From an optimization exercise on the open Yosys and OpenROAD flow, aimed at small area; shortcuts taken in it are not production practice. Function was checked by simulation only, so behaviour that the tests miss may differ from the original.

## flow/design.v (module list and top-level ports; edited modules follow where they fit)
// module mmult: 1519 lines
// module mmult_sel: 8 lines
// module mmult_digit: 11 lines
// module mmult_inv: 6 lines
// module mmult_nor2: 7 lines
// module mmult_pick3: 7 lines
// module mmult_pick2: 7 lines
// module mmult_x3: 34 lines
// module mmult_ao21: 8 lines
// module mmult_and2: 7 lines
// module mmult_xor2: 7 lines
// module mmult_ha: 9 lines
// module mmult_xnor: 7 lines
// module mmult_or: 7 lines
// module mmult_fa: 10 lines
module mmult(
    input clk,
    input reset_n,
    input enable,
    input [0:9*8-1] A_mat,
    input [0:9*8-1] B_mat,
    output reg valid,
    output [0:9*18-1] C_mat
);
  // ...
==> flow/flow/run.sh <==
#!/bin/bash
# The standard layout (standard.sh, unchanged synthesis), with:
#  - the port buffers made of the smallest buffer (buf_1) instead of clkdlybuf4s50_1,
#  - a clock tree of smaller buffers (clkbuf_4/clkbuf_8), sink clusters of up to 20
#    flip-flops, and no dummy loads.
set -euo pipefail
export BUFFER_PORTS_ARGS="-buffer_cell sky130_fd_sc_hd__buf_1"
export CTS_ARGS="-sink_clustering_enable -repair_clock_nets -buf_list {sky130_fd_sc_hd__clkbuf_4 sky130_fd_sc_hd__clkbuf_8} -sink_clustering_size 20 -sink_clustering_max_diameter 80 -dont_use_dummy_load"
bash standard.sh finish > standard.log 2>&1
==> flow/standard.sh <==
#!/bin/bash
# synth_recipe.tcl (not shown) runs the flow's synth.tcl, then flattens the netlist and writes it again
# the make line also repeats each setting of config.mk as NAME=value (left out here)
make -C /OpenROAD-flow-scripts/flow DESIGN_CONFIG=/design/flow/config.mk WORK_HOME=/design/flow/orfs CLKGATE_MAP_FILE= SYNTH_SCRIPT=/design/flow/synth_recipe.tcl "${@:-finish}"
==> flow/config.mk <==
export PLATFORM = sky130hd
export DESIGN_NAME = mmult
export DESIGN_NICKNAME = mmult
export VERILOG_FILES = /design/flow/design.v
export SDC_FILE = /design/flow/constraint.sdc
export NUM_CORES = 4
export LEC_CHECK = 0
export CAP_MARGIN = 20
export CORE_MARGIN = 2
export CORE_UTILIZATION = 40
export SLEW_MARGIN = 20
export SYNTH_HIERARCHICAL = 1
==> flow/constraint.sdc <==
create_clock -name core_clock -period 10.0 [get_ports {clk}]
set_input_delay 2.0000 -clock core_clock [delete_from_list [all_inputs] [get_ports {clk}]]
set_output_delay 2.0000 -clock core_clock [all_outputs]
set_load 0.01 [all_outputs]
==> flow_metrics.env, run 1 <==
export IMPL_wl_mm=73.66
export IMPL_cts_buffers=22
export IMPL_largest_class="multi-input gates"
export IMPL_nClkBuffers=22
export IMPL_grt_use_met1=0.3451
export IMPL_layout_nets=2525
export IMPL_netlist_area_um2=22420
export IMPL_fmax_mhz=108.8
export IMPL_holdPathStages=0
export IMPL_outcome="complete, no violations"
export IMPL_multi_input_area_um2=12030
export IMPL_cts_tree="built"
export IMPL_finalWorstSetupSlack_ps=809.3
export IMPL_final_util=0.4689
export IMPL_sh_seq_area=0.3800
export IMPL_worstSetupPathType="input port to flop"
export IMPL_buffer_area_frac=0.09176
export IMPL_avgViaCountPerCell=6.057
export IMPL_multi_input_area_share=0.4647
export IMPL_use_met3=0.06142
export IMPL_num_rows=86
export IMPL_worst_clock_skew_ps=74.30
export IMPL_cp_slowest_stage_delay_ps=580
export IMPL_yosys_warnings=7
==> run 2: changes to the inputs <==
==> flow/flow/run.sh (replaced) <==
#!/bin/bash
# The standard layout (standard.sh, unchanged synthesis), with:
#  - the port buffers made of the smallest buffer (buf_1) instead of clkdlybuf4s50_1,
#  - a clock tree of smaller buffers (clkbuf_4/clkbuf_8), sink clusters of up to 16
#    flip-flops, and no dummy loads.
set -euo pipefail
export BUFFER_PORTS_ARGS="-buffer_cell sky130_fd_sc_hd__buf_1"
export CTS_ARGS="-sink_clustering_enable -repair_clock_nets -buf_list {sky130_fd_sc_hd__clkbuf_4 sky130_fd_sc_hd__clkbuf_8} -sink_clustering_size 16 -sink_clustering_max_diameter 60 -dont_use_dummy_load"
bash standard.sh finish > standard.log 2>&1
==> run 2 against run 1 <==
Compared with the run above: worst setup slack lost 24 ps; design area rose by 0.32%; sequential share of layout area shrank 0.12 points; global-route usage is essentially flat; critical endpoint unchanged.
==> flow_metrics.env, run 2 <==
export IMPL_finalCritPeriodShare=0.9215
export IMPL_num_rows=86
export IMPL_num_vias=16980
export IMPL_syn_instance_count=1597
export IMPL_grt_antenna_before_repair=6
export IMPL_dpl_hpwl_mm=52.98
export IMPL_final_cell_mix="324 x edfxtp_1, 308 x buf_1, 303 x fa_1"
export IMPL_final_util=0.4704
export IMPL_netlist_area_um2=22420
export IMPL_worst_pin_slew_ps=1088
export IMPL_worstSetupPathType="input port to flop"
export IMPL_post_place_ws_ps=165.6
export IMPL_worstSetupEndpointType="flop"
export IMPL_largest_register_ffs=162
export IMPL_r2r_worst_path_cells=23
export IMPL_cap_violations=0
export IMPL_die_w_um=240.7
export IMPL_gr_usage_all_layers=0.2504
export IMPL_portBuffers=309
export IMPL_cts_setup_buffers=0
export IMPL_finalWorstSetupSlack_ps=785.5
export IMPL_outcome="complete, no violations"
export IMPL_cts_sinks=328
export IMPL_fmax_mhz=108.5
export IMPL_hp_class="flop to flop"
export IMPL_cp_max_fo=5
export IMPL_die_area_um2=57950
export IMPL_ant_nets=0
export IMPL_tns_ps=0
export IMPL_fp_dieH_um=240.7
export IMPL_worst_clock_skew_ps=55.71
export IMPL_cp_required_ps=10330
export IMPL_setup_violations_final=0
export IMPL_layout_drive_gt1_share=0.1079
export IMPL_cts_buffer_depth=3
export IMPL_period_minus_slack_ps=9215
export IMPL_multi_input_area_um2=12030
export IMPL_dr_pass1_iters=12
export IMPL_drcViolationCount=0
export IMPL_clk_pin_slew_worst_paths_ps=90
export IMPL_wl_mm=73.70
export IMPL_drt_iter0_markers=3172
export IMPL_final_common_cell="edfxtp_1"
export IMPL_cts_buffers=28
export IMPL_regArea_um2=9834
export IMPL_layout_nets=2531
export IMPL_grt_max_degree=87
export IMPL_wl_per_cell_um=26.33
export IMPL_cts_tree="built"
export IMPL_cts_max_level=1
export IMPL_n_fill_cell=4998
export IMPL_grt_ovfl_total=0
export IMPL_gp_congestion=0.9223
export IMPL_start_util=0.4061
export IMPL_slew_headroom=0.2744
export IMPL_top_register="cmn"
export IMPL_cts_hold_buf=0
export IMPL_yosys_warnings=7
export IMPL_avgViaCountPerCell=6.065
export IMPL_synthesis_nets=2077
export IMPL_cp_arrival_ps=9550
export IMPL_holdPathStages=0
export IMPL_rsz0062_at_grt="no"
export IMPL_cts_root_buf="clkbuf_8"
export IMPL_grt_pass1_wl_mm=107.1
export IMPL_syn_to_final_growth_pct=15.82
export IMPL_grt_pass1_vias=17160
export IMPL_start_kind="input port"
export IMPL_syn_avg_cell_area_um2=14.04
export IMPL_cts_resized=0
export IMPL_clk_latency_ps=600
export IMPL_finalHoldViolations=0
export IMPL_core_area_um2=55200
export IMPL_ios=310
export IMPL_drv_slew=0
[run 2: layout make-up]
class                   instances  area share
clock buffers                  28     0.01484
repair buffers                457     0.09147
diodes                          2   0.0001928
inverters                     107     0.01547
multi-input cells            1129      0.4632
well taps                     748     0.03605
flip-flops and latches        328      0.3788
[run 2: final timing paths]
check / end / slack, ps / from
max in group asynchronous: pubn$_DFFE_PN1P_ / 8480 / reset_n
worst max register to register: rn2[53]$_DFFE_PP_ / 1070 / cycle[1]$_DFFE_PN0P_
worst min register to register: cmn[152]$_DFFE_PP_ / 390 / rn2[9]$_DFFE_PP_
worst min-delay path: cmn[152]$_DFFE_PP_ / 390 / rn2[9]$_DFFE_PP_
min in group asynchronous: valid$_DFFE_PN0P_ / 1300 / reset_n
worst max-delay path: rn2[53]$_DFFE_PP_ / 790 / A_mat[6]
[run 2: routing by layer]
metal | vias to the layer above | track usage | part of all wire
met3 | 134 | 0.06142 | 0.11
met5 | - | 0 | 0.0014
met2 | 1120 | 0.3916 | 0.46
li1 | 7140 | - | -
met1 | 8575 | 0.3440 | 0.40
met4 | 6 | 0.08287 | 0.034
[run 2: through the flow]
| step | hold slack [ps] | cells | instance area (µm²) |
|---|---|---|---|
| 3_5_place_dp | 404.5 | 2769 | 25570 |
| 6_report | 389.3 | 2799 | 25960 |
| 4_1_cts | 388.3 | 2797 | 25960 |
| 3_3_place_gp | 400.1 | 2769 | 25560 |
| 2_1_floorplan | 400.3 | 1597 | 22420 |
| 5_1_grt | 395.1 | 2798 | 25960 |
[run 2: critical path, stage by stage]
cell and delay, ps:
buf_1 80, a222oi_1 340, inv_1 150, ha_1 430, buf_4 210, a222oi_1 580, fa_1 550, fa_1 510
fa_1 570, fa_1 440, fa_1 410, fa_1 380, fa_1 470, or2_1 240, fa_1 380, fa_1 410
or2_1 260, fa_1 430, or4_4 470, nor3_2 140, xor2_1 100
==> module mmult_digit, before the edit <==
module mmult_digit(
    input [1:0] b,
    output [3:1] d
);
    wire [1:0] b_n;
    mmult_inv i0 (.a(b[0]), .y(b_n[0]));
    mmult_inv i1 (.a(b[1]), .y(b_n[1]));
    mmult_nor2 g1 (.a(b_n[0]), .b(b[1]), .y(d[1]));
    mmult_nor2 g2 (.a(b[0]), .b(b_n[1]), .y(d[2]));
    mmult_nor2 g3 (.a(b_n[0]), .b(b_n[1]), .y(d[3]));
endmodule
==> run 3: changes to the inputs <==
--- a/flow/design.v
+++ b/flow/design.v
@@ -1530,23 +1530,7 @@
     output [3:1] d
 );
-    wire [1:0] b_n;
-    mmult_inv i0 (.a(b[0]), .y(b_n[0]));
-    mmult_inv i1 (.a(b[1]), .y(b_n[1]));
-    mmult_nor2 g1 (.a(b_n[0]), .b(b[1]), .y(d[1]));
-    mmult_nor2 g2 (.a(b[0]), .b(b_n[1]), .y(d[2]));
-    mmult_nor2 g3 (.a(b_n[0]), .b(b_n[1]), .y(d[3]));
-endmodule
-module mmult_inv(
-    input a,
-    output y
-);
-    assign y = ~a;
-endmodule
-module mmult_nor2(
-    input a,
-    input b,
-    output y
-);
-    assign y = ~(a | b);
+    assign d[1] = b[0] & ~b[1];
+    assign d[2] = ~b[0] & b[1];
+    assign d[3] = b[0] & b[1];
 endmodule
 module mmult_pick3(
--- a/flow/config.mk
+++ b/flow/config.mk
@@ -8,5 +8,5 @@
 export CAP_MARGIN = 20
 export CORE_MARGIN = 2
-export CORE_UTILIZATION = 40
+export CORE_UTILIZATION = 50
 export SLEW_MARGIN = 20
 export SYNTH_HIERARCHICAL = 1
==> run 3 against run 2 <==
Compared with the run above: critical endpoint is now rn2[35]$_DFFE_PP_; global-route usage up 4.9 points; final cell count down 9.3%; still clean on timing, DRC and antenna; clock skew down 29 ps; non-clock buffer count down 27; maximum frequency down 2.9%; sequential share of layout area up 0.49 points.
==> flow_metrics.env, run 3 <==
export IMPL_drcViolationCount=0
export IMPL_num_rows=77
export IMPL_grt_ovfl_total=0
export IMPL_cts_buffers=25
export IMPL_worstSetupPathType="input port to flop"
export IMPL_final_common_cell="edfxtp_1"
export IMPL_syn_avg_cell_area_um2=14.79
export IMPL_reg2reg_to="rn2[35]$_DFFE_PP_"
export IMPL_cts_setup_buffers=0
export IMPL_wl_per_cell_um=27.79
export IMPL_crit_family="adder cells"
export IMPL_cts_max_level=1
export IMPL_place_area_um2=25280
export IMPL_cts_root_buf="clkbuf_8"
export IMPL_start_util=0.5078
export IMPL_drv_slew=0
export IMPL_rsz0062_at_grt="no"
export IMPL_dr_pass1_iters=15
export IMPL_cts_resized=0
export IMPL_cp_depth=23
export IMPL_wl_mm=70.59
export IMPL_cp_arrival_ps=9820
export IMPL_hold_start="rn0[50]$_DFFE_PP_"
export IMPL_crit_buf_inv=4
export IMPL_cts_buffer_depth=3
export IMPL_cpMostUsedCell="fa_1"
export IMPL_slew_headroom=0.2060
export IMPL_grt_pass1_wl_mm=104.5
export IMPL_die_w_um=216.4
export IMPL_period_minus_slack_ps=9489
export IMPL_n_fill_cell=3685
export IMPL_largest_register_ffs=162
export IMPL_synthesis_nets=2005
export IMPL_dpl_hpwl_mm=51.50
export IMPL_finalCritPeriodShare=0.9489
export IMPL_grt_antenna_before_repair=1
export IMPL_fmax_mhz=105.4
export IMPL_fp_dieH_um=216.4
export IMPL_gr_usage_all_layers=0.2990
export IMPL_clk_latency_ps=580
export IMPL_core_area_um2=44410
export IMPL_cp_max_fo=8
export IMPL_outcome="complete, no violations"
export IMPL_die_area_um2=46820
export IMPL_grt_pass1_vias=17430
export IMPL_syn_instance_count=1525
export IMPL_fin_area_um2=25630
export IMPL_cp_required_ps=10330
export IMPL_cp_cell_sequence="buf_1 -> a222oi_1 -> buf_4 -> inv_1 -> ha_1 -> a21o_1 -> xor2_1 -> a222oi_1 -> fa_1 -> fa_1 -> fa_1 -> fa_1 -> fa_1 -> fa_1 -> or2_1 -> fa_1 -> fa_1 -> or2_1 -> fa_1 -> nor4_1 -> nand2_1 -> xnor2_1 -> buf_4"
export IMPL_avgViaCountPerCell=6.549
export IMPL_worst_pin_slew_ps=1187
export IMPL_layout_drive_gt1_share=0.1351
export IMPL_layout_nets=2429
export IMPL_cp_slowest_stage_delay_ps=940
export IMPL_finalHoldViolations=0
export IMPL_crit_slowest_cell="xor2_1"
export IMPL_cts_tree="built"
export IMPL_r2r_start="cycle[0]$_DFFE_PN0P_"
export IMPL_drt_iter0_markers=3261
export IMPL_ios=310
export IMPL_tns_ps=0
export IMPL_netlist_area_um2=22550
export IMPL_num_vias=16630
export IMPL_grt_use_met1=0.4071
export IMPL_worstSetupEndpointType="flop"
export IMPL_setup_violations_final=0
export IMPL_use_met3=0.06821
export IMPL_yosys_warnings=7
export IMPL_whs_ps=400.2
export IMPL_grt_use_met2=0.4754
export IMPL_syn_to_final_growth_pct=13.65
export IMPL_ant_nets=0
export IMPL_final_cell_mix="324 x edfxtp_1, 308 x buf_1, 303 x fa_1"
export IMPL_start_kind="input port"
export IMPL_cts_sinks=328
export IMPL_cts_hold_buf=0
export IMPL_top_register="cmn"
export IMPL_holdPathEnd="cmn[3]$_DFFE_PP_"
export IMPL_grt_max_degree=128
export IMPL_holdPathStages=0
export IMPL_cap_violations=0
export IMPL_r2r_setup_slack_ps=940
export IMPL_final_util=0.5771
export IMPL_clk_pin_slew_worst_paths_ps=100
export IMPL_hp_class="flop to flop"
export IMPL_worst_clock_skew_ps=26.69
export IMPL_gp_congestion=0.9659
export IMPL_portBuffers=309
export IMPL_grt_busiest_layer="met2"
export IMPL_r2r_worst_path_cells=24
[run 3: worst max-delay path by stage]
stage / start / end / slack [ps]
global route: A_mat[14] / rn2[35]$_DFFE_PP_ / 260
floorplan: A_mat[5] / rn2[17]$_DFFE_PP_ / 600
finish: A_mat[21] / rn2[35]$_DFFE_PP_ / 510
CTS: A_mat[14] / rn2[35]$_DFFE_PP_ / 620
global placement: A_mat[6] / rn2[16]$_DFFE_PP_ / -10
detailed placement: A_mat[14] / rn2[35]$_DFFE_PP_ / 30
[run 3: area by class of cell]
cell class | instances | area (µm²) | share of cell area
Clock buffer | 25 | 344.1 | 0.01342
Multi-Input combinational cell | 1129 | 12430 | 0.4850
Timing Repair Buffer | 430 | 2147 | 0.08376
Inverter | 35 | 131.4 | 0.005125
Tap cell | 592 | 740.7 | 0.02890
Antenna cell | 1 | 2.502 | 0.00009763
Sequential cell | 328 | 9834 | 0.3837
[run 3: per-stage QoR]
| stage | setup slack, ps | std cells |
|---|---|---|
| floorplan | 598.9 | 1525 |
| global placement | -12.84 | 2514 |
| detailed placement | 28.18 | 2514 |
| CTS | 624.6 | 2539 |
| global route | 263.8 | 2540 |
| finish | 510.9 | 2540 |
[run 3: per-layer routing]
metal / part of all wire / wire (µm)
met2: 0.46 / 32600
met3: 0.12 / 8365
met1: 0.38 / 26860
met5: 0 / 0
met4: 0.039 / 2768
==> run 4: changes to the inputs <==
--- a/flow/config.mk
+++ b/flow/config.mk
@@ -8,5 +8,5 @@
 export CAP_MARGIN = 20
 export CORE_MARGIN = 2
-export CORE_UTILIZATION = 50
+export CORE_UTILIZATION = 40
 export SLEW_MARGIN = 20
 export SYNTH_HIERARCHICAL = 1
==> run 4 against run 3 <==
Compared with the run above: still clean on timing, DRC and antenna; worst hold slack worse by 15 ps; via count is 1.3% lower; sequential cell count stayed put; clock skew is 33 ps higher; largest cell class unchanged.
==> flow_metrics.env, run 4 <==
export IMPL_outcome="complete, no violations"
export IMPL_final_cell_mix="324 x edfxtp_1, 308 x buf_1, 303 x fa_1"
export IMPL_slew_headroom=0.2964
export IMPL_worstSetupEndpointType="flop"
export IMPL_start_kind="input port"
export IMPL_final_common_cell="edfxtp_1"
export IMPL_cp_slowest_stage_delay_ps=830
export IMPL_placedCellCount=2648
export IMPL_clk_latency_ps=620
export IMPL_drcViolationCount=0
export IMPL_ant_nets=0
export IMPL_wl_mm=72.68
export IMPL_cp_arrival_ps=9580
export IMPL_cts_hold_buf=0
export IMPL_reg2reg_to="rn2[17]$_DFFE_PP_"
export IMPL_worstSetupPathType="input port to flop"
export IMPL_ios=310
export IMPL_syn_instance_count=1525
export IMPL_critical_path_startpoint="A_mat[5]"
export IMPL_core_area_um2=56060
export IMPL_drv_slew=0
export IMPL_gp_congestion=0.9147
export IMPL_cpMostUsedCell="fa_1"
export IMPL_synthesis_nets=2005
export IMPL_top_register="cmn"
export IMPL_cts_root_buf="clkbuf_8"
export IMPL_tns_ps=0
export IMPL_syn_to_final_growth_pct=13.79
export IMPL_rsz0062_at_grt="no"
export IMPL_cts_setup_buffers=0
export IMPL_cts_tree="built"
export IMPL_die_area_um2=58300
export IMPL_worst_clock_skew_ps=59.45
export IMPL_gr_usage_all_layers=0.2473
export IMPL_netlist_area_um2=22550
export IMPL_cts_resized=0
export IMPL_syn_avg_cell_area_um2=14.79
export IMPL_grt_max_degree=90
export IMPL_finalHoldViolations=0
export IMPL_finalCritPeriodShare=0.9221
export IMPL_portBuffers=309
export IMPL_start_util=0.4023
export IMPL_drt_iter0_markers=3445
export IMPL_yosys_warnings=7
export IMPL_layout_drive_gt1_share=0.1223
export IMPL_cts_max_level=1
export IMPL_num_vias=16420
export IMPL_avgViaCountPerCell=6.123
export IMPL_crit_slowest_cell="xor2_1"
export IMPL_hp_class="flop to flop"
export IMPL_fp_dieH_um=241.5
export IMPL_dr_pass1_iters=15
export IMPL_grt_antenna_before_repair=6
export IMPL_cts_buffers=29
export IMPL_cts_sinks=328
export IMPL_fmax_mhz=108.5
export IMPL_period_minus_slack_ps=9221
export IMPL_r2r_start="cycle[1]$_DFFE_PN0P_"
export IMPL_cts_buffer_depth=3
export IMPL_setup_violations_final=0
export IMPL_worst_pin_slew_ps=1052
export IMPL_cap_violations=0
export IMPL_dpl_hpwl_mm=52.49
export IMPL_grt_pass1_wl_mm=105.7
export IMPL_cp_max_fo=7
export IMPL_setup_worst_path_end="rn2[17]$_DFFE_PP_"
export IMPL_clk_pin_slew_worst_paths_ps=90
export IMPL_layout_nets=2403
export IMPL_largest_register_ffs=162
export IMPL_cp_required_ps=10360
export IMPL_whs_ps=385.7
export IMPL_wl_per_cell_um=27.10
export IMPL_r2r_setup_slack_ps=1040
export IMPL_grt_pass1_vias=16900
export IMPL_fin_cells=2682
export IMPL_r2r_worst_path_cells=24
export IMPL_num_rows=87
export IMPL_die_w_um=241.5
export IMPL_cp_cell_sequence="buf_1 -> a222oi_1 -> inv_1 -> ha_1 -> a21o_1 -> a21o_1 -> a21o_1 -> xor2_1 -> a222oi_1 -> fa_1 -> fa_1 -> fa_1 -> fa_1 -> fa_1 -> or2_1 -> fa_1 -> fa_1 -> or2_1 -> fa_1 -> or4_4 -> nor3_2 -> xor2_1"
export IMPL_grt_ovfl_total=0
## run 4: worst min-delay path by stage
stage,slack [ps],start,depth (start not counted),endpoint
floorplan,400,rn0[53]$_DFFE_PP_,0,cmn[0]$_DFFE_PP_
global placement,400,rn0[9]$_DFFE_PP_,0,cmn[44]$_DFFE_PP_
detailed placement,400,rn0[0]$_DFFE_PP_,0,cmn[53]$_DFFE_PP_
CTS,390,rn2[10]$_DFFE_PP_,0,cmn[151]$_DFFE_PP_
global route,390,rn2[4]$_DFFE_PP_,0,rn1[4]$_DFFE_PP_
finish,390,rn2[10]$_DFFE_PP_,0,cmn[151]$_DFFE_PP_
## run 4: layout make-up
cell class,count,area [µm²]
Inverter,35,131.4
Timing Repair Buffer,400,1922
Multi-Input combinational cell,1129,12420
Fill cell,5171,30400
Tap cell,756,945.9
Antenna cell,5,12.51
Sequential cell,328,9834
Clock buffer,29,399.1
## run 4: layer usage
| layer | track usage | up-vias | wire (µm) |
|---|---|---|---|
| met5 | 0 | - | 28 |
| met4 | 0.08717 | 4 | 2554 |
| met3 | 0.05982 | 163 | 8204 |
| met2 | 0.3844 | 1061 | 33100 |
| met1 | 0.3400 | 8297 | 28790 |
| li1 | - | 6896 | - |
## run 4: per-stage QoR
stage / util / cell area [µm²] / setup WS (ps)
2_1_floorplan: - / 22550 / 598.9
3_3_place_gp: 0.4504 / 25250 / 273.8
3_5_place_dp: 0.4504 / 25250 / 231.3
4_1_cts: 0.4575 / 25650 / 890.8
5_1_grt: 0.4576 / 25650 / 446.4
6_report: 0.4578 / 25660 / 779.2
## run 4: critical path, delay by kind of cell
kind	cells	cell delay (ps)
xor+xnor	2	910
buf+inv	2	230
simple gates	4	1210
compound gates	5	1250
fa+ha+maj	9	3990
==> run 5: changes to the inputs <==
--- a/flow/flow/run.sh
+++ b/flow/flow/run.sh
@@ -6,4 +6,4 @@
 set -euo pipefail
 export BUFFER_PORTS_ARGS="-buffer_cell sky130_fd_sc_hd__buf_1"
-export CTS_ARGS="-sink_clustering_enable -repair_clock_nets -buf_list {sky130_fd_sc_hd__clkbuf_4 sky130_fd_sc_hd__clkbuf_8} -sink_clustering_size 16 -sink_clustering_max_diameter 60 -dont_use_dummy_load"
+export CTS_ARGS="-sink_clustering_enable -repair_clock_nets -buf_list {sky130_fd_sc_hd__clkbuf_4} -sink_clustering_size 12 -sink_clustering_max_diameter 50 -dont_use_dummy_load"
 bash standard.sh finish > standard.log 2>&1
==> run 5 against run 4 <==
Compared with the run above: still clean on timing, DRC and antenna; maximum frequency is 1.6% higher; clock-buffer cell count increased by 8; core utilization down 0.22 points; clock skew increased by 34 ps; synthesized cell count is the same; global-route usage rose by 0.18 points; worst hold slack got worse by 27 ps; sequential cell count stayed put.
==> flow_metrics.env, run 5 <==
export IMPL_cp_slowest_stage_delay_ps=870
export IMPL_netlist_area_um2=22550
export IMPL_tns_ps=0
export IMPL_hp_class="flop to flop"
export IMPL_layout_drive_gt1_share=0.1260
export IMPL_die_area_um2=58300
export IMPL_rsz0062_at_grt="no"
export IMPL_gr_usage_all_layers=0.2491
export IMPL_cp_required_ps=10400
export IMPL_grt_max_degree=90
export IMPL_cts_hold_buf=0
export IMPL_cts_buffers=37
export IMPL_worstSetupPathType="input port to flop"
export IMPL_largest_register_ffs=162
export IMPL_syn_instance_count=1525
export IMPL_layout_nets=2411
export IMPL_cts_resized=0
export IMPL_syn_to_final_growth_pct=13.25
export IMPL_grt_ovfl_total=0
export IMPL_n_fill_cell=5192
export IMPL_cts_max_level=2
export IMPL_drcViolationCount=0
export IMPL_cts_sinks=328
export IMPL_portBuffers=309
export IMPL_start_kind="input port"
export IMPL_cp_arrival_ps=9470
export IMPL_worstSetupEndpointType="flop"
export IMPL_grt_antenna_before_repair=6
export IMPL_final_cell_mix="324 x edfxtp_1, 308 x buf_1, 303 x fa_1"
export IMPL_final_util=0.4556
export IMPL_ios=310
export IMPL_worst_pin_slew_ps=1083
export IMPL_num_vias=16570
export IMPL_crit_family="adder cells"
export IMPL_cp_max_fo=7
export IMPL_cap_violations=0
export IMPL_clk_pin_slew_worst_paths_ps=110
export IMPL_period_minus_slack_ps=9074
export IMPL_regArea_um2=9834
export IMPL_multi_input_area_um2=12420
export IMPL_synthesis_nets=2005
export IMPL_dr_pass1_iters=17
export IMPL_wl_per_cell_um=27.07
export IMPL_core_area_um2=56060
export IMPL_finalCritPeriodShare=0.9074
export IMPL_finalHoldViolations=0
export IMPL_drv_slew=0
export IMPL_dpl_hpwl_mm=52.49
export IMPL_crit_buf_inv=4
export IMPL_cts_root_buf="clkbuf_4"
export IMPL_wl_mm=72.83
export IMPL_drt_iter0_markers=3439
export IMPL_top_register="cmn"
export IMPL_start_util=0.4023
export IMPL_syn_avg_cell_area_um2=14.79
export IMPL_final_common_cell="edfxtp_1"
export IMPL_outcome="complete, no violations"
export IMPL_setup_violations_final=0
export IMPL_die_w_um=241.5
export IMPL_avgViaCountPerCell=6.160
export IMPL_worst_clock_skew_ps=93.83
export IMPL_clk_latency_ps=730
export IMPL_cts_buffer_depth=3
export IMPL_slew_headroom=0.2754
export IMPL_fp_dieH_um=241.5
export IMPL_grt_pass1_wl_mm=105.9
export IMPL_cp_cell_sequence="buf_1 -> a222oi_1 -> inv_1 -> ha_1 -> a21o_1 -> a21o_1 -> xor2_1 -> buf_4 -> a222oi_1 -> fa_1 -> fa_1 -> fa_1 -> fa_1 -> fa_1 -> or2_1 -> fa_1 -> fa_1 -> or2_1 -> fa_1 -> nor4_1 -> buf_4 -> nand2b_1 -> xnor2_1"
export IMPL_ant_nets=0
export IMPL_cts_tree="built"
export IMPL_gp_congestion=0.9147
export IMPL_yosys_warnings=7
export IMPL_num_rows=87
export IMPL_crit_slowest_cell="xor2_1"
export IMPL_cts_setup_buffers=0
export IMPL_fmax_mhz=110.2
export IMPL_cpMostUsedCell="fa_1"
export IMPL_grt_pass1_vias=16980
-- run 5: worst register-to-register path: stages (launching register included) --
cell and delay, ps:
dfrtp_1 320, buf_4 260, inv_1 120, ha_1 460, a222oi_1 440, inv_1 130, ha_1 340, a21o_1 220
a21o_1 210, xor2_1 870, buf_4 370, a222oi_1 140, fa_1 450, fa_1 530, fa_1 440, fa_1 420
fa_1 500, or2_1 250, fa_1 380, fa_1 400, or2_1 250, fa_1 420, nor4_1 370, buf_4 180
nand2b_1 60, xnor2_1 130
-- run 5: final timing paths --
path	startpoint	endpoint	slack (ps)	cells after the start
hold / removal	rn2[36]$_DFFE_PP_	cmn[125]$_DFFE_PP_	360	0
min in group asynchronous	reset_n	valid$_DFFE_PN0P_	1190	1
hold reg to reg	rn2[36]$_DFFE_PP_	cmn[125]$_DFFE_PP_	360	0
setup reg to reg	cycle[1]$_DFFE_PN0P_	rn2[34]$_DFFE_PP_	1100	25
max in group asynchronous	reset_n	pubn$_DFFE_PN1P_	8570	1
setup / recovery	A_mat[21]	rn2[34]$_DFFE_PP_	930	23
-- run 5: final cells by class --
type / count / share of cell area
sequential: 328 / 0.3850
inverter: 35 / 0.005144
clock buffer: 37 / 0.01088
tap: 756 / 0.03704
multi-input combinational: 1129 / 0.4862
antenna: 5 / 0.0004899
timing repair buffer: 400 / 0.07525
-- run 5: stage by stage --
step	hold slack, ps	instance area (µm²)	worst slack (ps)	std cells
2_1_floorplan	400.3	22550	598.9	1525
3_3_place_gp	400.4	25250	273.8	2648
3_5_place_dp	404.5	25250	231.3	2648
4_1_cts	362.6	25530	971.9	2685
5_1_grt	365.1	25540	514.0	2688
6_report	359.2	25540	925.6	2690
-- run 5: routing by layer --
metal / wire length (µm) / GRT usage
met5: 23 / 0
met4: 2957 / 0.09596
met2: 33090 / 0.3847
met3: 8427 / 0.06313
met1: 28330 / 0.3395
==> run 6: changes to the inputs <==
==> flow/flow/run.sh (replaced) <==
#!/bin/bash
# The standard layout (standard.sh, unchanged synthesis), with:
#  - the port buffers made of the smallest buffer (buf_1) instead of clkdlybuf4s50_1,
#  - a clock tree of smaller buffers (clkbuf_4/clkbuf_8), sink clusters of up to 18
#    flip-flops, and no dummy loads.
set -euo pipefail
export BUFFER_PORTS_ARGS="-buffer_cell sky130_fd_sc_hd__buf_1"
export CTS_ARGS="-sink_clustering_enable -repair_clock_nets -buf_list {sky130_fd_sc_hd__clkbuf_4 sky130_fd_sc_hd__clkbuf_8} -sink_clustering_size 18 -sink_clustering_max_diameter 70 -dont_use_dummy_load"
bash standard.sh finish > standard.log 2>&1
--- a/flow/config.mk
+++ b/flow/config.mk
@@ -8,5 +8,5 @@
 export CAP_MARGIN = 20
 export CORE_MARGIN = 2
-export CORE_UTILIZATION = 40
+export CORE_UTILIZATION = 50
 export SLEW_MARGIN = 20
 export SYNTH_HIERARCHICAL = 1
==> run 6 against run 5 <==
Compared with the run above: clock-buffer cell count fell by 15; worst hold slack better by 35 ps; maximum frequency down 4.9%; still clean; final cell count shrank 5.7%; critical path type unchanged; register-to-register slack worse by 230 ps; critical path depth unchanged; synthesized cell count unchanged; largest cell class unchanged; synthesized area is the same.
==> flow_metrics.env, run 6 <==
export IMPL_outcome="complete, no violations"
export IMPL_cp_required_ps=10320
export IMPL_cts_resized=0
export IMPL_worst_pin_slew_ps=1226
export IMPL_fmax_mhz=104.8
export IMPL_core_area_um2=44410
export IMPL_worstSetupPathType="input port to flop"
export IMPL_cp_cell_sequence="buf_1 -> a222oi_1 -> buf_4 -> inv_1 -> ha_1 -> a21o_1 -> xor2_1 -> a222oi_1 -> fa_1 -> fa_1 -> fa_1 -> fa_1 -> fa_1 -> fa_1 -> or2_1 -> fa_1 -> fa_1 -> or2_1 -> fa_1 -> nor4_1 -> nand2_1 -> xnor2_1 -> buf_4"
export IMPL_cts_max_level=1
export IMPL_cap_violations=0
export IMPL_wl_mm=70.64
export IMPL_synthesis_nets=2005
export IMPL_final_util=0.5762
export IMPL_dpl_hpwl_mm=51.50
export IMPL_r2r_worst_path_cells=24
export IMPL_setup_violations_final=0
export IMPL_cts_sinks=328
export IMPL_post_place_ws_ps=28.18
export IMPL_grt_ovfl_total=0
export IMPL_crit_slowest_cell="xor2_1"
export IMPL_cp_max_fo=8
export IMPL_cts_buffers=22
export IMPL_largest_register_ffs=162
export IMPL_cpMostUsedCell="fa_1"
export IMPL_clk_pin_slew_worst_paths_ps=100
export IMPL_cts_root_buf="clkbuf_8"
export IMPL_gr_usage_all_layers=0.2989
export IMPL_grt_pass1_vias=17400
export IMPL_start_kind="input port"
export IMPL_cts_tree="built"
export IMPL_syn_to_final_growth_pct=13.47
export IMPL_avgViaCountPerCell=6.576
export IMPL_grt_antenna_before_repair=1
export IMPL_grt_max_degree=128
export IMPL_num_rows=77
export IMPL_n_fill_cell=3685
export IMPL_yosys_warnings=7
export IMPL_cts_hold_buf=0
export IMPL_r2r_setup_slack_ps=870
export IMPL_ios=310
export IMPL_period_minus_slack_ps=9541
export IMPL_clk_latency_ps=590
export IMPL_cp_arrival_ps=9860
export IMPL_worst_clock_skew_ps=53.84
export IMPL_crit_buf_inv=4
export IMPL_portBuffers=309
export IMPL_final_common_cell="edfxtp_1"
export IMPL_ant_nets=0
export IMPL_hp_class="flop to flop"
export IMPL_fp_dieH_um=216.4
export IMPL_final_cell_mix="324 x edfxtp_1, 308 x buf_1, 303 x fa_1"
export IMPL_dr_pass1_iters=15
export IMPL_cp_depth=23
export IMPL_slew_headroom=0.1800
export IMPL_netlist_area_um2=22550
export IMPL_rsz0062_at_grt="no"
export IMPL_crit_family="adder cells"
export IMPL_finalCritPeriodShare=0.9541
export IMPL_gp_congestion=0.9659
export IMPL_syn_avg_cell_area_um2=14.79
export IMPL_drv_slew=0
export IMPL_layout_nets=2426
export IMPL_worstSetupEndpointType="flop"
export IMPL_die_area_um2=46820
export IMPL_grt_pass1_wl_mm=104.4
export IMPL_top_register="cmn"
export IMPL_wl_per_cell_um=27.85
export IMPL_syn_instance_count=1525
export IMPL_finalWorstSetupSlack_ps=459.0
export IMPL_layout_drive_gt1_share=0.1337
export IMPL_cp_slowest_stage_delay_ps=970
export IMPL_die_w_um=216.4
export IMPL_cts_setup_buffers=0
export IMPL_num_vias=16680
export IMPL_start_util=0.5078
export IMPL_drcViolationCount=0
export IMPL_cts_buffer_depth=3
export IMPL_drt_iter0_markers=3557
export IMPL_holdPathStages=0
export IMPL_finalHoldViolations=0
run 6: per-layer routing:
| layer | up-vias | GRT usage | part of all wire |
|---|---|---|---|
| li1 | 6942 | - | - |
| met1 | 8385 | 0.4079 | 0.39 |
| met2 | 1164 | 0.4740 | 0.46 |
| met3 | 192 | 0.06709 | 0.11 |
| met4 | 0 | 0.1091 | 0.039 |
| met5 | - | 0 | 0 |
run 6: layout make-up:
class	instances	area, µm²	share of cell area
multi-input combinational	1129	12430	0.4858
sequential	328	9834	0.3843
timing repair buffer	430	2147	0.08390
tap	592	740.7	0.02894
clock buffer	22	302.8	0.01183
inverter	35	131.4	0.005134
antenna	1	2.502	0.00009779
run 6: per-stage QoR:
step | area, µm² | hold WS, ps | setup TNS [ps] | cells
final | 25590 | 394.7 | 0 | 2537
after global routing | 25590 | 413.7 | 0 | 2537
after CTS | 25580 | 393.5 | 0 | 2536
after detailed placement | 25280 | 404.5 | 0 | 2514
after global placement | 25270 | 401.4 | -25.23 | 2514
after floorplan | 22550 | 400.3 | 0 | 1525
run 6: final timing paths:
kind | end | from
max | rn2[35]$_DFFE_PP_ | A_mat[21]
min reg2reg | rn1[52]$_DFFE_PP_ | rn2[52]$_DFFE_PP_
min in group asynchronous | cycle[1]$_DFFE_PN0P_ | reset_n
max reg2reg | rn2[35]$_DFFE_PP_ | cycle[1]$_DFFE_PN0P_
max in group asynchronous | valid$_DFFE_PN0P_ | reset_n
min | rn1[52]$_DFFE_PP_ | rn2[52]$_DFFE_PP_
==> run 7: changes to the inputs <==
==> flow/flow/run.sh (replaced) <==
#!/bin/bash
# The standard layout (standard.sh, unchanged synthesis), with:
#  - the port buffers made of the smallest buffer (buf_1) instead of clkdlybuf4s50_1,
#  - a clock tree of smaller buffers (clkbuf_4/clkbuf_8) and without dummy loads.
set -euo pipefail
export BUFFER_PORTS_ARGS="-buffer_cell sky130_fd_sc_hd__buf_1"
export CTS_ARGS="-sink_clustering_enable -repair_clock_nets -buf_list {sky130_fd_sc_hd__clkbuf_4 sky130_fd_sc_hd__clkbuf_8} -dont_use_dummy_load"
bash standard.sh finish > standard.log 2>&1
--- a/flow/config.mk
+++ b/flow/config.mk
@@ -8,5 +8,5 @@
 export CAP_MARGIN = 20
 export CORE_MARGIN = 2
-export CORE_UTILIZATION = 50
+export CORE_UTILIZATION = 40
 export SLEW_MARGIN = 20
 export SYNTH_HIERARCHICAL = 1
==> run 7 against run 6 <==
Compared with the run above: synthesized area unchanged; clock-buffer cell count increased by 30; worst hold slack got worse by 12 ps; register-to-register slack improved by 210 ps; sequential cell count unchanged; core utilization decreased by 11 points; maximum frequency increased by 3.9%; clock skew increased by 9.4 ps; sequential share of layout area decreased by 0.57 points; largest cell class unchanged.
==> flow_metrics.env, run 7 <==
export IMPL_outcome="complete, no violations"
export IMPL_fp_dieH_um=241.5
export IMPL_worst_clock_skew_ps=63.22
export IMPL_gr_usage_all_layers=0.2498
export IMPL_cap_violations=0
export IMPL_cp_required_ps=10350
export IMPL_final_cell_mix="324 x edfxtp_1, 308 x buf_1, 303 x fa_1"
export IMPL_worst_pin_slew_ps=1069
export IMPL_wl_per_cell_um=27.01
export IMPL_dr_pass1_iters=17
export IMPL_num_vias=16630
export IMPL_cts_buffers=52
export IMPL_drv_slew=0
export IMPL_final_common_cell="edfxtp_1"
export IMPL_synthesis_nets=2005
export IMPL_netlist_area_um2=22550
export IMPL_setup_violations_final=0
export IMPL_ios=310
export IMPL_cts_tree="built"
export IMPL_tns_ps=0
export IMPL_cts_root_buf="clkbuf_8"
export IMPL_syn_avg_cell_area_um2=14.79
export IMPL_yosys_warnings=7
export IMPL_finalCritPeriodShare=0.9185
export IMPL_avgViaCountPerCell=6.151
export IMPL_grt_max_degree=90
export IMPL_largest_register_ffs=162
export IMPL_portBuffers=309
export IMPL_period_minus_slack_ps=9185
export IMPL_top_register="cmn"
export IMPL_layout_drive_gt1_share=0.1327
export IMPL_fin_area_um2=25980
export IMPL_core_area_um2=56060
export IMPL_clk_latency_ps=620
export IMPL_wl_mm=73.02
export IMPL_layout_nets=2426
export IMPL_rsz0062_at_grt="no"
export IMPL_drcViolationCount=0
export IMPL_hp_class="flop to flop"
export IMPL_drt_iter0_markers=3439
export IMPL_ant_nets=0
export IMPL_placedCellCount=2648
export IMPL_cts_resized=0
export IMPL_worstSetupPathType="input port to flop"
export IMPL_die_w_um=241.5
export IMPL_cts_hold_buf=0
export IMPL_cts_max_level=2
export IMPL_n_fill_cell=5149
export IMPL_grt_pass1_wl_mm=106.3
export IMPL_num_rows=87
export IMPL_cp_arrival_ps=9540
export IMPL_cts_setup_buffers=0
export IMPL_cp_max_fo=7
export IMPL_syn_to_final_growth_pct=15.18
export IMPL_clk_pin_slew_worst_paths_ps=60
export IMPL_place_area_um2=25250
export IMPL_finalHoldViolations=0
export IMPL_fmax_mhz=108.9
export IMPL_start_kind="input port"
export IMPL_grt_ovfl_total=0
export IMPL_syn_instance_count=1525
export IMPL_worstSetupEndpointType="flop"
export IMPL_grt_pass1_vias=17110
export IMPL_cts_sinks=328
export IMPL_slew_headroom=0.2847
export IMPL_fin_cells=2704
export IMPL_start_util=0.4023
export IMPL_cts_buffer_depth=3
export IMPL_gp_congestion=0.9147
export IMPL_grt_antenna_before_repair=4
export IMPL_die_area_um2=58300
export IMPL_dpl_hpwl_mm=52.49
[run 7: cell types whose count changed in the layout (fill, tap and decap cells not counted), sizes merged]
cell | before | now
diode | 1 | 4
clkbuf | 23 | 53
buf | 429 | 399
[run 7: area by class of cell]
type | instances | area, µm² | share of cell area
repair buffers | 400 | 1922 | 0.07398
clock buffers | 52 | 715.7 | 0.02755
diodes | 4 | 10.01 | 0.0003853
inverters | 35 | 131.4 | 0.005058
multi-input cells | 1129 | 12420 | 0.4780
well taps | 756 | 945.9 | 0.03641
flip-flops and latches | 328 | 9834 | 0.3786
[run 7: worst paths after layout]
path | startpoint | end | slack (ps) | cells after the start
max | A_mat[5] | rn2[35]$_DFFE_PP_ | 820 | 24
min | rn0[7]$_DFFE_PP_ | cmn[46]$_DFFE_PP_ | 380 | 0
max reg2reg | cycle[1]$_DFFE_PN0P_ | rn2[53]$_DFFE_PP_ | 1080 | 23
min reg2reg | rn0[7]$_DFFE_PP_ | cmn[46]$_DFFE_PP_ | 380 | 0
max in group asynchronous | reset_n | pubn$_DFFE_PN1P_ | 8490 | 1
min in group asynchronous | reset_n | valid$_DFFE_PN0P_ | 1280 | 1
[run 7: critical path, cell delays in order]
cell and delay [ps]:
buf_1 80, a222oi_1 340, inv_1 150, ha_1 340, a21o_1 230, a21o_1 230, a21o_1 180, xor2_1 770
buf_4 260, a222oi_1 100, fa_1 530, fa_1 440, fa_1 500, fa_1 420, fa_1 500, or2_1 250
fa_1 380, fa_1 400, or2_1 250, fa_1 420, nor4_1 370, nand2_1 110, xnor2_1 160, buf_4 130
[run 7: through the flow]
step                      worst slack [ps]    util  hold slack, ps
after floorplan                      598.9       -           400.3
after global placement               273.8  0.4504           400.4
after detailed placement             231.3  0.4504           404.5
after CTS                            865.4  0.4632           382.8
after global routing                 427.4  0.4633           390.5
final                                815.2  0.4634           382.2
[run 7: routing by layer]
metal / GRT usage / vias up / wire [µm]
met5: 0 / - / 23
met4: 0.09371 / 4 / 2633
met3: 0.06518 / 189 / 8320
met2: 0.3862 / 1143 / 33130
met1: 0.3399 / 8351 / 28910
li1: - / 6944 / -
==> run 8: changes to the inputs <==
==> flow/flow/run.sh (replaced) <==
#!/bin/bash
# The standard layout (standard.sh, unchanged synthesis), with:
#  - the port buffers made of the smallest buffer (buf_1) instead of clkdlybuf4s50_1,
#  - a clock tree of clkbuf_4 only, sink clusters of up to 10 flip-flops, and no dummy loads.
set -euo pipefail
export BUFFER_PORTS_ARGS="-buffer_cell sky130_fd_sc_hd__buf_1"
export CTS_ARGS="-sink_clustering_enable -repair_clock_nets -buf_list {sky130_fd_sc_hd__clkbuf_4} -sink_clustering_size 10 -sink_clustering_max_diameter 45 -dont_use_dummy_load"
bash standard.sh finish > standard.log 2>&1
==> run 8 against run 7 <==
Compared with the run above: register-to-register slack about the same; sequential cell count unchanged; core utilization fell by 0.70 points; critical path depth unchanged; clock-buffer cell count decreased by 10; sequential share of layout area is 0.58 points higher; worst setup slack better by 100 ps; synthesized cell count unchanged; critical path type unchanged.
==> flow_metrics.env, run 8 <==
export IMPL_ant_nets=0
export IMPL_clk_pin_slew_worst_paths_ps=110
export IMPL_largest_register_ffs=162
export IMPL_cts_tree="built"
export IMPL_slew_headroom=0.2766
export IMPL_finalCritPeriodShare=0.9083
export IMPL_ios=310
export IMPL_syn_instance_count=1525
export IMPL_netlist_area_um2=22550
export IMPL_period_minus_slack_ps=9083
export IMPL_avgViaCountPerCell=6.130
export IMPL_layout_nets=2416
export IMPL_gp_congestion=0.9147
export IMPL_dr_max_layer_used="met5"
export IMPL_cap_violations=0
export IMPL_wl_met2_mm=33.33
export IMPL_grt_antenna_before_repair=5
export IMPL_setup_violations_final=0
export IMPL_yosys_warnings=7
export IMPL_fp_dieH_um=241.5
export IMPL_final_cell_mix="324 x edfxtp_1, 308 x buf_1, 303 x fa_1"
export IMPL_hp_class="flop to flop"
export IMPL_finalHoldViolations=0
export IMPL_cts_sinks=328
export IMPL_syn_to_final_growth_pct=13.44
export IMPL_cts_max_level=2
export IMPL_wl_mm=72.88
export IMPL_dr_pass1_iters=11
export IMPL_wl_per_cell_um=27.02
export IMPL_grt_pass1_wl_mm=106.1
export IMPL_cp_arrival_ps=9520
export IMPL_cts_hold_buf=0
export IMPL_layout_drive_gt1_share=0.1282
export IMPL_cts_setup_buffers=0
export IMPL_cts_root_buf="clkbuf_4"
export IMPL_syn_avg_cell_area_um2=14.79
export IMPL_worst_pin_slew_ps=1081
export IMPL_worstSetupEndpointType="flop"
export IMPL_tns_ps=0
export IMPL_num_rows=87
export IMPL_clk_latency_ps=720
export IMPL_worst_clock_skew_ps=66.04
export IMPL_die_area_um2=58300
export IMPL_start_kind="input port"
export IMPL_wl_met1_mm=28.68
export IMPL_cts_buffers=42
export IMPL_worstSetupPathType="input port to flop"
export IMPL_start_util=0.4023
export IMPL_core_area_um2=56060
export IMPL_drt_iter0_markers=3487
export IMPL_wl_met3_mm=8.285
export IMPL_rsz0062_at_grt="no"
export IMPL_drcViolationCount=0
export IMPL_outcome="complete, no violations"
export IMPL_final_common_cell="edfxtp_1"
export IMPL_portBuffers=309
export IMPL_grt_pass1_vias=17020
export IMPL_num_vias=16530
export IMPL_drv_slew=0
export IMPL_fmax_mhz=110.1
export IMPL_cp_required_ps=10440
export IMPL_top_register="cmn"
export IMPL_cp_max_fo=7
export IMPL_die_w_um=241.5
export IMPL_cts_buffer_depth=3
export IMPL_grt_max_degree=90
export IMPL_synthesis_nets=2005
export IMPL_gr_usage_all_layers=0.2496
export IMPL_dpl_hpwl_mm=52.49
export IMPL_grt_ovfl_total=0
export IMPL_cts_resized=0
## run 8: metal layers
layer,GRT usage,vias to the layer above
li1,-,6936
met1,0.3403,8311
met2,0.3853,1123
met3,0.06404,160
met4,0.09502,2
met5,0,-
## run 8: through the flow
stage          instance area (µm²)  instances    util  hold slack, ps  worst slack, ps
3_3_place_gp                 25250       2648  0.4504           400.4            273.8
3_5_place_dp                 25250       2648  0.4504           404.5            231.3
6_report                     25580       2697  0.4564           377.7            917.4
4_1_cts                      25570       2690  0.4560           396.5             1004
2_1_floorplan                22550       1525       -           400.3            598.9
5_1_grt                      25580       2694  0.4562           407.3            525.9
## run 8: final cells by class
class / count / area (µm²)
fill: 5182 / 30480
timing repair buffer: 400 / 1922
inverter: 35 / 131.4
multi-input combinational: 1129 / 12420
clock buffer: 42 / 315.3
tap: 756 / 945.9
sequential: 328 / 9834
antenna: 7 / 17.52
## run 8: worst paths after layout
| kind | start | endpoint | slack (ps) | cells after the start |
|---|---|---|---|---|
| worst max-delay path | A_mat[5] | rn2[34]$_DFFE_PP_ | 920 | 24 |
| worst min-delay path | rn2[36]$_DFFE_PP_ | cmn[125]$_DFFE_PP_ | 380 | 0 |
| worst max register to register | cycle[1]$_DFFE_PN0P_ | rn2[34]$_DFFE_PP_ | 1080 | 26 |
| worst min register to register | rn2[36]$_DFFE_PP_ | cmn[125]$_DFFE_PP_ | 380 | 0 |
| max in group asynchronous | reset_n | cycle[0]$_DFFE_PN0P_ | 8630 | 1 |
| min in group asynchronous | reset_n | valid$_DFFE_PN0P_ | 1180 | 1 |
## run 8: worst max-delay path, cell delays in order
cell      delay, ps
buf_1            80
a222oi_1        340
inv_1           150
ha_1            340
a21o_1          230
a21o_1          230
a21o_1          180
xor2_1          780
buf_4           260
a222oi_1         90
fa_1            530
fa_1            450
fa_1            500
fa_1            420
fa_1            500
or2_1           250
fa_1            380
fa_1            400
or2_1           250
fa_1            420
nor4_1          370
buf_4           180
nand2b_1         60
xnor2_1         130
==> run 9: changes to the inputs <==
--- a/flow/flow/run.sh
+++ b/flow/flow/run.sh
@@ -6,3 +6,6 @@
 export BUFFER_PORTS_ARGS="-buffer_cell sky130_fd_sc_hd__buf_1"
 export CTS_ARGS="-sink_clustering_enable -repair_clock_nets -buf_list {sky130_fd_sc_hd__clkbuf_4} -sink_clustering_size 10 -sink_clustering_max_diameter 45 -dont_use_dummy_load"
+netlist=$PWD/orfs/results/sky130hd/mmult/base/1_2_yosys.v
+bash standard.sh "$netlist" > synth.log 2>&1
+sed -i 's/\bsky130_fd_sc_hd__a22oi_2\b/sky130_fd_sc_hd__a22oi_1/' "$netlist"
 bash standard.sh finish > standard.log 2>&1
==> run 9 against run 8 <==
Compared with the run above: still clean on timing, DRC and antenna; worst setup slack worse by 180 ps; via count is 0.90% higher; sequential cell count stayed put; maximum frequency is 2.0% lower.
==> flow_metrics.env, run 9 <==
export IMPL_finalWorstSetupSlack_ps=733.2
export IMPL_crit_family="adder cells"
export IMPL_ios=310
export IMPL_synthesis_nets=2005
export IMPL_cp_cell_sequence="buf_1 -> a222oi_1 -> inv_1 -> ha_1 -> a21o_1 -> a21o_1 -> xor2_2 -> a222oi_1 -> fa_1 -> fa_1 -> fa_1 -> fa_1 -> fa_1 -> fa_1 -> or2_1 -> fa_1 -> fa_1 -> or2_1 -> fa_1 -> or4_4 -> nor3_2 -> xor2_1"
export IMPL_cp_required_ps=10470
export IMPL_grt_pass1_vias=17280
export IMPL_portBuffers=309
export IMPL_final_cell_mix="324 x edfxtp_1, 308 x buf_1, 303 x fa_1"
export IMPL_grt_use_met1=0.3480
export IMPL_period_minus_slack_ps=9267
export IMPL_worst_pin_slew_ps=1070
export IMPL_crit_slowest_cell="xor2_2"
export IMPL_crit_buf_inv=2
export IMPL_grt_busiest_layer="met2"
export IMPL_wl_mm=73.41
export IMPL_avgViaCountPerCell=6.192
export IMPL_hp_class="flop to flop"
export IMPL_cp_arrival_ps=9730
export IMPL_worstSetupEndpointType="flop"
export IMPL_gr_usage_all_layers=0.2521
export IMPL_die_area_um2=57840
export IMPL_grt_pass1_wl_mm=107.0
export IMPL_cts_buffers=43
export IMPL_finalHoldViolations=0
export IMPL_cpMostUsedCell="fa_1"
export IMPL_grt_use_met2=0.3748
export IMPL_finalCritPeriodShare=0.9267
export IMPL_fmax_mhz=107.9
export IMPL_worst_clock_skew_ps=82.50
export IMPL_grt_ovfl_total=0
export IMPL_yosys_warnings=7
export IMPL_wl_per_cell_um=27.25
export IMPL_num_vias=16680
export IMPL_cts_setup_buffers=0
export IMPL_drcViolationCount=0
export IMPL_rsz0062_at_grt="no"
export IMPL_cts_root_buf="clkbuf_4"
export IMPL_clk_latency_ps=730
export IMPL_cts_buffer_depth=3
export IMPL_dpl_hpwl_mm=52.59
export IMPL_dr_pass1_iters=17
export IMPL_ant_nets=0
export IMPL_outcome="complete, no violations"
export IMPL_cts_tree="built"
export IMPL_start_kind="input port"
export IMPL_cts_sinks=328
export IMPL_syn_instance_count=1525
export IMPL_netlist_area_um2=22370
export IMPL_grt_antenna_before_repair=5
export IMPL_fp_dieH_um=240.5
export IMPL_cp_max_fo=10
export IMPL_gp_congestion=0.9198
export IMPL_whs_ps=385.0
export IMPL_setup_violations_final=0
export IMPL_drv_slew=0
export IMPL_final_common_cell="edfxtp_1"
export IMPL_worstSetupPathType="input port to flop"
export IMPL_die_w_um=240.5
export IMPL_use_met3=0.06361
export IMPL_syn_to_final_growth_pct=13.53
export IMPL_layout_drive_gt1_share=0.1134
export IMPL_clk_pin_slew_worst_paths_ps=100
export IMPL_cts_max_level=2
export IMPL_post_place_ws_ps=93.91
export IMPL_core_area_um2=55200
export IMPL_cts_resized=0
export IMPL_cap_violations=0
export IMPL_slew_headroom=0.2843
export IMPL_syn_avg_cell_area_um2=14.67
export IMPL_cp_slowest_stage_delay_ps=800
export IMPL_largest_register_ffs=162
export IMPL_drt_iter0_markers=3583
export IMPL_start_util=0.4053
export IMPL_cts_hold_buf=0
export IMPL_grt_max_degree=79
export IMPL_layout_nets=2422
export IMPL_num_rows=86
export IMPL_top_register="cmn"
run 9: worst paths after layout:
kind	from	to	slack, ps	depth (start not counted)
max in group asynchronous	reset_n	pubn$_DFFE_PN1P_	8550	1
worst max-delay path	A_mat[6]	rn2[17]$_DFFE_PP_	730	22
worst max register to register	cycle[0]$_DFFE_PN0P_	rn2[17]$_DFFE_PP_	1120	23
min in group asynchronous	reset_n	valid$_DFFE_PN0P_	1190	1
worst min register to register	rn2[36]$_DFFE_PP_	cmn[125]$_DFFE_PP_	380	0
worst min-delay path	rn2[36]$_DFFE_PP_	cmn[125]$_DFFE_PP_	380	0
run 9: final cells by class:
| cell class | instances | area [µm²] |
|---|---|---|
| repair buffers | 405 | 1909 |
| well taps | 748 | 935.9 |
| diodes | 6 | 15.01 |
| clock buffers | 43 | 322.8 |
| multi-input cells | 1129 | 12250 |
| fillers | 5014 | 29800 |
| flip-flops and latches | 328 | 9834 |
| inverters | 35 | 131.4 |
run 9: worst register-to-register path, delay by kind of cell (launching register included):
family,cells,cell delay [ps]
simple gates,4,1230
xor+xnor,2,880
fa+ha+maj,11,4810
compound gates,4,1170
flops,1,400
buf+inv,2,210
run 9: per-stage QoR:
step | cells | setup TNS (ps) | cell area, µm² | utilization
2_1_floorplan | 1525 | 0 | 22370 | -
6_report | 2694 | 0 | 25400 | 0.4602
3_5_place_dp | 2645 | 0 | 25060 | 0.4540
3_3_place_gp | 2645 | -621.3 | 25050 | 0.4538
4_1_cts | 2688 | 0 | 25390 | 0.4599
5_1_grt | 2692 | 0 | 25400 | 0.4601
run 9: layer usage:
layer,up-vias,share of wire,wire length (µm)
li1,6959,-,-
met1,8365,0.39,28440
met2,1162,0.45,32830
met3,193,0.12,8815
met4,2,0.045,3318
met5,-,0.00012,9
==> run 10: changes to the inputs <==
--- a/flow/flow/run.sh
+++ b/flow/flow/run.sh
@@ -1,4 +1,7 @@
 #!/bin/bash
 # The standard layout (standard.sh, unchanged synthesis), with:
+#  - cell sizes in the synthesized netlist reduced before placement (same functions, pins
+#    and registers): the 36 a22oi_2 gates that drive one adder input each, and the and2_2
+#    and and2b_2 gates of the digit decoders, to their _1 sizes,
 #  - the port buffers made of the smallest buffer (buf_1) instead of clkdlybuf4s50_1,
 #  - a clock tree of clkbuf_4 only, sink clusters of up to 10 flip-flops, and no dummy loads.
@@ -8,4 +11,6 @@
 netlist=$PWD/orfs/results/sky130hd/mmult/base/1_2_yosys.v
 bash standard.sh "$netlist" > synth.log 2>&1
-sed -i 's/\bsky130_fd_sc_hd__a22oi_2\b/sky130_fd_sc_hd__a22oi_1/' "$netlist"
+sed -i -e 's/\bsky130_fd_sc_hd__a22oi_2\b/sky130_fd_sc_hd__a22oi_1/' \
+       -e 's/\bsky130_fd_sc_hd__and2_2\b/sky130_fd_sc_hd__and2_1/' \
+       -e 's/\bsky130_fd_sc_hd__and2b_2\b/sky130_fd_sc_hd__and2b_1/' "$netlist"
 bash standard.sh finish > standard.log 2>&1
==> run 10 against run 9 <==
Compared with the run above: worst hold slack got worse by 10 ps; still clean; routed wire length is 1.2% lower; non-clock buffer count grew 3; final cell count rose by 0.15%; first-iteration DRC count grew 6.1%; sequential cell count is the same; register-to-register slack improved by 120 ps.
==> flow_metrics.env, run 10 <==
export IMPL_clk_pin_slew_worst_paths_ps=100
export IMPL_fp_dieH_um=240.0
export IMPL_setup_violations_final=0
export IMPL_critical_path_startpoint="A_mat[6]"
export IMPL_drcViolationCount=0
export IMPL_yosys_warnings=7
export IMPL_drt_iter0_markers=3803
export IMPL_crit_buf_inv=4
export IMPL_regArea_um2=9834
export IMPL_outcome="complete, no violations"
export IMPL_final_common_cell="edfxtp_1"
export IMPL_cts_tree="built"
export IMPL_cp_cell_sequence="buf_1 -> a222oi_1 -> inv_1 -> ha_1 -> buf_4 -> buf_4 -> a222oi_1 -> fa_1 -> fa_1 -> fa_1 -> fa_1 -> fa_1 -> fa_1 -> fa_1 -> or2_1 -> fa_1 -> fa_1 -> or2_1 -> fa_1 -> or4_4 -> nor3_2 -> xor2_1"
export IMPL_grt_antenna_before_repair=9
export IMPL_cp_slowest_stage_delay_ps=560
export IMPL_ant_nets=0
export IMPL_gp_congestion=0.9147
export IMPL_die_area_um2=57610
export IMPL_start_kind="input port"
export IMPL_worstSetupPathType="input port to flop"
export IMPL_largest_register_ffs=162
export IMPL_fin_cells=2698
export IMPL_drv_slew=0
export IMPL_num_vias=16680
export IMPL_avgViaCountPerCell=6.183
export IMPL_r2r_setup_slack_ps=1240
export IMPL_fmax_mhz=109.1
export IMPL_cp_required_ps=10450
export IMPL_reg2reg_to="rn2[53]$_DFFE_PP_"
export IMPL_n_fill_cell=5135
export IMPL_period_minus_slack_ps=9168
export IMPL_syn_to_final_growth_pct=13.80
export IMPL_cts_root_buf="clkbuf_4"
export IMPL_cts_max_level=2
export IMPL_grt_max_degree=86
export IMPL_slew_headroom=0.3150
export IMPL_final_cell_mix="324 x edfxtp_1, 308 x buf_1, 303 x fa_1"
export IMPL_dpl_hpwl_mm=52.26
export IMPL_core_area_um2=55090
export IMPL_placedCellCount=2648
export IMPL_die_w_um=240.0
export IMPL_cpMostUsedCell="fa_1"
export IMPL_cap_violations=0
export IMPL_cts_sinks=328
export IMPL_grt_pass1_vias=17050
export IMPL_r2r_worst_path_cells=23
export IMPL_rsz0062_at_grt="no"
export IMPL_syn_avg_cell_area_um2=14.61
export IMPL_cts_buffer_depth=3
export IMPL_layout_nets=2426
export IMPL_holdPathEnd="rn1[10]$_DFFE_PP_"
export IMPL_tns_ps=0
export IMPL_crit_slowest_cell="ha_1"
export IMPL_clk_latency_ps=750
export IMPL_cp_max_fo=10
export IMPL_num_rows=86
export IMPL_worst_clock_skew_ps=119.2
export IMPL_worst_pin_slew_ps=1024
export IMPL_layout_drive_gt1_share=0.07767
export IMPL_synthesis_nets=2005
export IMPL_wl_mm=72.51
export IMPL_multi_input_area_um2=12150
export IMPL_grt_ovfl_total=0
export IMPL_crit_family="adder cells"
export IMPL_start_util=0.4045
export IMPL_wl_per_cell_um=26.88
export IMPL_portBuffers=309
export IMPL_finalHoldViolations=0
export IMPL_netlist_area_um2=22280
export IMPL_cts_hold_buf=0
export IMPL_ios=310
export IMPL_syn_instance_count=1525
export IMPL_finalCritPeriodShare=0.9168
export IMPL_holdPathStages=0
export IMPL_hp_class="flop to flop"
export IMPL_cts_resized=0
export IMPL_grt_pass1_wl_mm=106.3
export IMPL_cts_setup_buffers=0
export IMPL_r2r_start="cycle[0]$_DFFE_PN0P_"
export IMPL_cp_arrival_ps=9620
export IMPL_top_register="cmn"
export IMPL_hold_start="rn2[10]$_DFFE_PP_"
export IMPL_dr_pass1_iters=14
export IMPL_cts_buffers=44
export IMPL_gr_usage_all_layers=0.2499
export IMPL_worstSetupEndpointType="flop"
-- run 10: layer usage --
layer / routed length, µm / track usage / up-vias
met5: 38 / 0 / -
met4: 2938 / 0.1090 / 6
met3: 8954 / 0.06785 / 193
met2: 32470 / 0.3783 / 1209
met1: 28110 / 0.3386 / 8307
li1: - / - / 6966
-- run 10: metrics by stage --
stage	utilization	worst slack [ps]	hold WS [ps]	cell area [µm²]
3_5_place_dp	0.4540	167.0	404.5	25010
5_1_grt	0.4602	612.1	375.8	25360
4_1_cts	0.4600	934.6	376.7	25340
6_report	0.4603	832.3	375.0	25360
2_1_floorplan	-	598.9	400.3	22280
3_3_place_gp	0.4539	16.62	400.2	25010
-- run 10: worst max path at each step --
| stage | cells past startpoint | endpoint | slack, ps |
|---|---|---|---|
| floorplan | 21 | rn2[17]$_DFFE_PP_ | 600 |
| global placement | 21 | rn2[16]$_DFFE_PP_ | 20 |
| detailed placement | 22 | rn2[53]$_DFFE_PP_ | 170 |
| CTS | 22 | rn2[53]$_DFFE_PP_ | 930 |
| global route | 25 | rn2[35]$_DFFE_PP_ | 610 |
| finish | 22 | rn2[53]$_DFFE_PP_ | 830 |
-- run 10: worst register-to-register path, delay by kind of cell, from the launching register on --
kind            cells  cell delay, ps
flops               1             400
simple gates        4            1120
fa+ha+maj          12            5410
buf+inv             4             620
compound gates      2             950
xor+xnor            1              80
-- run 10: area by class of cell --
cell class,instances,area share
multi-input cells,1129,0.4793
diodes,6,0.0005921
repair buffers,408,0.07717
flip-flops and latches,328,0.3878
inverters,35,0.005181
well taps,748,0.03691
clock buffers,44,0.01303

==> static timing again, ports no longer ideal <==
How much do the figures lean on ideal ports? The routed layouts below were timed once more, with nothing changed but the port constraints.
Step 1, drivers: a clkbuf_16 drives clk and a buf_2 each remaining input, both assumed.
Step 2 adds t to the input delays and takes it off the output delays; t is the mean of the earliest and latest rising clock arrival at the registers after step 1. Input paths then give back, and output paths get back, about the clock's delay inside the block.
Three values: ideal, step 1, step 2; two values: the first two.
run	t, ns	setup slack, ns	slew at the worst register clock pin (ns)
run 1	0.630	0.809 / 0.843 / 0.213	0.12 / 0.12
run 2	0.631	0.785 / 0.819 / 0.188	0.10 / 0.10
run 3	0.619	0.511 / 0.540 / -0.080	0.10 / 0.10
run 4	0.643	0.779 / 0.814 / 0.171	0.10 / 0.10
run 5	0.743	0.926 / 0.961 / 0.218	0.12 / 0.12
run 6	0.609	0.459 / 0.484 / -0.125	0.11 / 0.11
run 7	0.645	0.815 / 0.849 / 0.204	0.06 / 0.06
run 8	0.742	0.917 / 0.951 / 0.208	0.11 / 0.11
run 9	0.740	0.733 / 0.763 / 0.024	0.11 / 0.11
run 10	0.747	0.832 / 0.868 / 0.121	0.11 / 0.11
With both steps, setup timing fails in run 3 and run 6, where it was met with ideal ports. The setup slack of run 10, which loses most, moves by +0.036 ns with the drivers and by -0.711 ns with both steps.
